What follows belongs to an exercise in optimizing a design on an open flow for small area, a short achievable clock period and few clock cycles; a production flow would make more cautious choices. At most, simulation tests tie the RTL to the original design; equivalence was not proved.

== v30 ==
==> flow/design.v (excerpt) <==
module triangle (clk, reset, nt, xi, yi, busy, po, xo, yo);
Size in the first run: about 43 flip-flops, ~4200 sq um of cells after synthesis.
export LEC_CHECK = 0
export ABC_AREA = 1
export CAP_MARGIN = 20
export CORE_MARGIN = 2
export CORE_UTILIZATION = 65
export SETUP_SLACK_MARGIN = 3.55
export SLEW_MARGIN = 20
create_clock -name core_clock -period 6.0 [get_ports {clk}]
standard.sh (not shown) runs the stock make flow with config.mk's settings and CLKGATE_MAP_FILE= SYNTH_SCRIPT=/design/flow/synth_recipe.tcl, a recipe that flattens the netlist after the stock synthesis.
==> flow/flow/run.sh <==
#!/bin/bash
# The standard layout (standard.sh), with one synthesis change: no adder cell
# mapping (ADDER_MAP_FILE empty), so yosys leaves adders and comparators as
# plain gates for abc to optimise. Registers are mapped exactly as standard.
set -euo pipefail
bash standard.sh ADDER_MAP_FILE= finish > standard_flow.log 2>&1
Testbench counts of v30, summed over its fixed seeds: cycles 5,273.
Relative to v30, the following input files were edited for v7:
- TNS_END_PERCENT now 100, previously not set
- SETUP_SLACK_MARGIN now 3.7, was 3.55
[summary]
v30 has a lower critical path depth than v7. Taking v30 as the reference, in v7 post-route cell area up about 1.4%, number of cell instances on the worst register-to-register path up 1, setup slack up 0.10 ns. Re hold slack: v7 is 0.020 ns down on v30. Compared with v30, in v7 count of hold-fix buffers inserted at cts level; routed wire length now larger; clock period minus worst slack shows a reduction of 0.10 ns.

* * *

## violet
Another version of the RTL of triangle (not shown whole).
For scale: roughly 570 cells after synthesis, roughly 29 flip-flops, about 17 I/O pins.
==> flow/config.mk <==
export PLATFORM = sky130hd
export DESIGN_NAME = triangle
export DESIGN_NICKNAME = triangle
export VERILOG_FILES = /design/flow/design.v
export SDC_FILE = /design/flow/constraint.sdc
export NUM_CORES = 4
export LEC_CHECK = 0
export CAP_MARGIN = 20
export CORE_MARGIN = 2
export CORE_UTILIZATION = 40
export SLEW_MARGIN = 20
==> flow/constraint.sdc <==
create_clock -name core_clock -period 6.0 [get_ports {clk}]
set_input_delay 1.2000 -clock core_clock [delete_from_list [all_inputs] [get_ports {clk}]]
set_output_delay 1.2000 -clock core_clock [all_outputs]
set_load 0.01 [all_outputs]
run.sh (not shown) runs the stock make flow with config.mk's settings and CLKGATE_MAP_FILE= SYNTH_SCRIPT=/design/flow/synth_recipe.tcl, a recipe that flattens the netlist after the stock synthesis.
Stock flow here: none of the scripts above is used.
Per the final summary, violet finished and its layout is clean on timing, DRC and antenna.
Edits applied to the flow inputs when going from violet to quartz:
--- a/flow/config.mk
+++ b/flow/config.mk
@@ -7,2 +7,3 @@
 export LEC_CHECK = 0
+export ABC_AREA = 1
 export CAP_MARGIN = 20
## What came out
quartz vs violet, start point of the critical path: yo[0] vs yo[1]. Against violet, quartz reports a post-synthesis compound-gate area fraction that is lower. Relative to violet, routed wire length has gone down in quartz. There was hardly any difference in met3 global-route usage between violet and quartz. For the flip-flop and latch share of the layout cell area, quartz came in 2.0 points higher than violet did.
No run of this note included a check of the RTL's function; only the layout flow was run.

* * *

## lane 1
RTL: one of the versions met above, not the one the previous note started from.
Size in the first run: ~540 cells after synthesis, roughly 17 I/O pins, about 0.0037 sq mm of cells after synthesis.
==> flow/design.v (excerpt) <==
module triangle (clk, reset, nt, xi, yi, busy, po, xo, yo);
clock: 6.0 ns
lec_check: 0
abc_area: 1
cap_margin: 20
core_margin: 2
core_utilization: 65
setup_slack_margin: 3.7
slew_margin: 20
standard.sh (not shown) runs the stock make flow with config.mk's settings and CLKGATE_MAP_FILE= SYNTH_SCRIPT=/design/flow/synth_recipe.tcl, a recipe that flattens the netlist after the stock synthesis.
==> flow/flow/run.sh <==
#!/bin/bash
# The standard layout (standard.sh) with two synthesis changes, neither of
# which touches a register:
#  1. no adder cell mapping (ADDER_MAP_FILE empty);
#  2. after the standard synthesis, the combinational cells are mapped again by
#     abc with an area script (flow/resynth.tcl); every flip-flop instance is
#     kept as it is, with its name and cell type.
set -euo pipefail
B=$PWD/orfs/results/sky130hd/triangle/base
bash standard.sh ADDER_MAP_FILE= $B/1_2_yosys.v > standard_synth.log 2>&1
cp $B/1_2_yosys.v yosys_standard.v
DONT_USE="$(grep -o -- '-dont_use [^ ]*' orfs/logs/sky130hd/triangle/base/1_2_yosys.log | sort -u | tr '\n' ' ')" \
  IN=$PWD/yosys_standard.v OUT=$PWD/yosys_resynth.v \
  yosys -c flow/resynth.tcl > resynth.log 2>&1
cp yosys_resynth.v $B/1_2_yosys.v
touch $B/1_2_yosys.v
bash standard.sh ADDER_MAP_FILE= finish > standard_flow.log 2>&1
==> flow/flow/resynth.tcl <==
# Map the combinational logic of the synthesized netlist again with abc.
# Flip-flops are black boxes here, so they keep their instance names and cells.
set lib $::env(FLOW_HOME)/platforms/sky130hd/lib/sky130_fd_sc_hd__tt_025C_1v80.lib
yosys read_liberty -ignore_miss_func $lib
yosys read_verilog $::env(IN)
yosys hierarchy -top triangle
foreach c [list dfrtp_1 dfxtp_1 edfxtp_1 dfstp_2 dfrtp_2 dfxtp_2 dfxtp_4 dfrtp_4 dfstp_1 dfstp_4 dfsbp_1 dfrbp_1 dfxbp_1 edfxbp_1] {
  yosys setattr -mod -set blackbox 1 sky130_fd_sc_hd__$c
}
yosys flatten
yosys opt_clean -purge
yosys delete t:\$scopeinfo
yosys abc -liberty $lib {*}$::env(DONT_USE) -script "+strash;dch -f;map -a;topo"
yosys opt_clean -purge
yosys stat -liberty $lib
yosys hierarchy -top triangle
yosys write_verilog -noattr -nohex -nodec $::env(OUT)
Testbench counts of lane 1, summed over its fixed seeds: cycles 5,273.
### lane 1 -> lane 2
Settings: SETUP_SLACK_MARGIN: 3.7 -> 3.9.
--- a/flow/flow/resynth.tcl
+++ b/flow/flow/resynth.tcl
@@ -12,3 +12,3 @@
 yosys delete t:\$scopeinfo
-yosys abc -liberty $lib {*}$::env(DONT_USE) -script "+strash;dch -f;map -a;topo"
+yosys abc -liberty $lib {*}$::env(DONT_USE) -script "+strash;&get -n;&deepsyn -T 30;&put;dch -f;map -B 0.9;topo;stime -c;buffer -c;upsize -c;dnsize -c" -D 2300
 yosys opt_clean -purge
[summary]
- From lane 1 to lane 2 the numbers moved as follows: area after synthesis -9.0%; achievable clock frequency +0.040 GHz.
- Lane 2 reports its worst setup path startpoint as ld[1] while lane 1 reports xi[2].
- Total wirelength of the detailed-routed design was lower in the run labelled lane 2.
- Met3 track demand over resource in global routing: higher on lane 1
- Detailed-route vias per instance: lane 2 and lane 1 compared, lower one is lane 2
- Summary of lane 2 over lane 1: number of placement rows decreased by about 3.7% relative to the old numbers, global-route wire length before repair fell about 26%, share of the final layout cell area in sequential cells now larger.
For lane 3, these inputs were changed with respect to lane 2:
Settings: changing SETUP_SLACK_MARGIN from 3.9 to 3.7.
==> comparison <==
- Lane 3 finished every stage and its layout cleared the timing, design-rule and antenna checks.
- Lane 3 against lane 2: number of clock-tree buffers in the layout moved up; worst setup slack moved up.
- As of lane 3, aggregate routed wire length had fallen by more than 10% compared to lane 2.
- Comparing lane 3 against lane 2, there is no change at all in number of buffer cells added on primary ports.
- Row final core area utilization: lane 3 lower / lane 2 higher
- Compare lane 2 and lane 3 | sequential share of layout area lower: lane 2
- In the reports for lane 2 and lane 3, the smaller buffering stage count on the worst path with inverters included belongs to lane 3.
- Multi-input gate share of total cell area: lane 2 and lane 3 compared, higher one is lane 3
--- input diff lane 3..lane 4 ---
Settings: PLACE_DENSITY now 0.8, previously not set.
==> flow/flow/run.sh <==
#!/bin/bash
# The standard layout (standard.sh), with one synthesis change: no adder cell
# mapping (ADDER_MAP_FILE empty), so yosys leaves adders and comparators as
# plain gates for abc to optimise. Registers are mapped exactly as standard.
set -euo pipefail
bash standard.sh ADDER_MAP_FILE= finish > standard_flow.log 2>&1
removed: flow/flow/resynth.tcl
### Flow results
In the flow results for lane 4 and lane 3, the core utilization is larger on lane 3.
Origin of the worst setup path = yi[2]: lane 4; origin of the worst setup path = xi[2]: lane 3
Share of the clock period used by the worst path after layout, lane 4 and lane 3: smaller value in lane 3
Lane 3 → lane 4: count of clock-buffer cells in the layout shows a reduction of 1, maximum clock skew at final layout shows no meaningful change.
Delta (lane 4 minus lane 3): detailed router's first-iteration violation count increased by 80 relative to the old numbers, area added between synthesis and finish shows a reduction of 5.7 points, first-pass GRT wire length picked up an extra 39%, number of rows created at floorplan grew by 3.
Compared with lane 3, lane 4 degrades setup slack.
Changes in lane 5 relative to lane 4:
Settings: clearing PLACE_DENSITY, which used to be 0.8.
==> flow/flow/run.sh <==
#!/bin/bash
# The standard layout (standard.sh) with two synthesis changes, neither of
# which touches a register:
#  1. no adder cell mapping (ADDER_MAP_FILE empty);
#  2. after the standard synthesis, the combinational cells are mapped again by
#     abc with an area script (flow/resynth.tcl); every flip-flop instance is
#     kept as it is, with its name and cell type.
set -euo pipefail
B=$PWD/orfs/results/sky130hd/triangle/base
bash standard.sh ADDER_MAP_FILE= $B/1_2_yosys.v > standard_synth.log 2>&1
cp $B/1_2_yosys.v yosys_standard.v
DONT_USE="$(grep -o -- '-dont_use [^ ]*' orfs/logs/sky130hd/triangle/base/1_2_yosys.log | sort -u | tr '\n' ' ')" \
  IN=$PWD/yosys_standard.v OUT=$PWD/yosys_resynth.v \
  yosys -c flow/resynth.tcl > resynth.log 2>&1
cp yosys_resynth.v $B/1_2_yosys.v
touch $B/1_2_yosys.v
bash standard.sh ADDER_MAP_FILE= finish > standard_flow.log 2>&1
==> flow/flow/resynth.tcl (new file) <==
# Map the combinational logic of the synthesized netlist again with abc.
# Flip-flops are black boxes here, so they keep their instance names and cells.
set lib $::env(FLOW_HOME)/platforms/sky130hd/lib/sky130_fd_sc_hd__tt_025C_1v80.lib
yosys read_liberty -ignore_miss_func $lib
yosys read_verilog $::env(IN)
yosys hierarchy -top triangle
foreach c [list dfrtp_1 dfxtp_1 edfxtp_1 dfstp_2 dfrtp_2 dfxtp_2 dfxtp_4 dfrtp_4 dfstp_1 dfstp_4 dfsbp_1 dfrbp_1 dfxbp_1 edfxbp_1] {
  yosys setattr -mod -set blackbox 1 sky130_fd_sc_hd__$c
}
yosys flatten
yosys opt_clean -purge
yosys delete t:\$scopeinfo
yosys abc -liberty $lib {*}$::env(DONT_USE) -script "+strash;&get -n;&deepsyn -T 30;&put;dch -f;map -a;topo;stime -c;buffer -c;upsize -c;dnsize -c" -D 2300
yosys opt_clean -purge
yosys stat -liberty $lib
yosys hierarchy -top triangle
yosys write_verilog -noattr -nohex -nodec $::env(OUT)
Results
- Synthesized cell count (lane 4 / lane 5): 1.5
- Comparing the two runs side by side, lane 5 comes out ahead of lane 4 on wire length of the first global-routing pass.
- Against lane 4, the final cell area of lane 5 is lower.

[port drivers added, routing unchanged]
Ports are ideal in the flow. The routed layouts listed here were re-timed in OpenROAD. Step 1 (the two cells are an assumption about what drives the block):
set clk [get_ports {clk}]
set_driving_cell -lib_cell sky130_fd_sc_hd__clkbuf_16 $clk
set_driving_cell -lib_cell sky130_fd_sc_hd__buf_2 [delete_from_list [all_inputs] $clk]
Step 2, shift: input delay + t, output delay - t, t = (earliest + latest rising clock arrival at the registers) / 2. This alone moves slack from input paths to output paths. a / b / c = ideal / step 1 / step 2; a / b = the first two.
| run | shift t [ns] | setup WS [ns] | worst hold slack (ns) |
|---|---|---|---|
| v30 | 0.322 | 3.586 / 3.555 / 3.327 | 0.518 / 0.518 / 0.518 |
| v7 | 0.334 | 3.687 / 3.683 / 3.349 | 0.498 / 0.498 / 0.498 |
| violet | 0.302 | 0.270 / 0.270 / 0.270 | 0.519 / 0.519 / 0.519 |
| quartz | 0.304 | 0.517 / 0.517 / 0.517 | 0.509 / 0.509 / 0.509 |
| lane 1 | 0.351 | 3.415 / 3.421 / 3.069 | 0.570 / 0.570 / 0.570 |
| lane 2 | 0.333 | 3.657 / 3.657 / 3.372 | 0.606 / 0.606 / 0.606 |
| lane 3 | 0.321 | 3.715 / 3.725 / 3.404 | 0.484 / 0.484 / 0.484 |
| lane 4 | 0.334 | 3.687 / 3.683 / 3.349 | 0.498 / 0.498 / 0.498 |
| lane 5 | 0.338 | 3.483 / 3.465 / 3.127 | 0.543 / 0.543 / 0.543 |
After both steps setup and hold are still met in every run listed. For lane 5, which loses most, drivers alone change the setup slack by -0.018 ns; drivers and shift together by -0.356 ns.
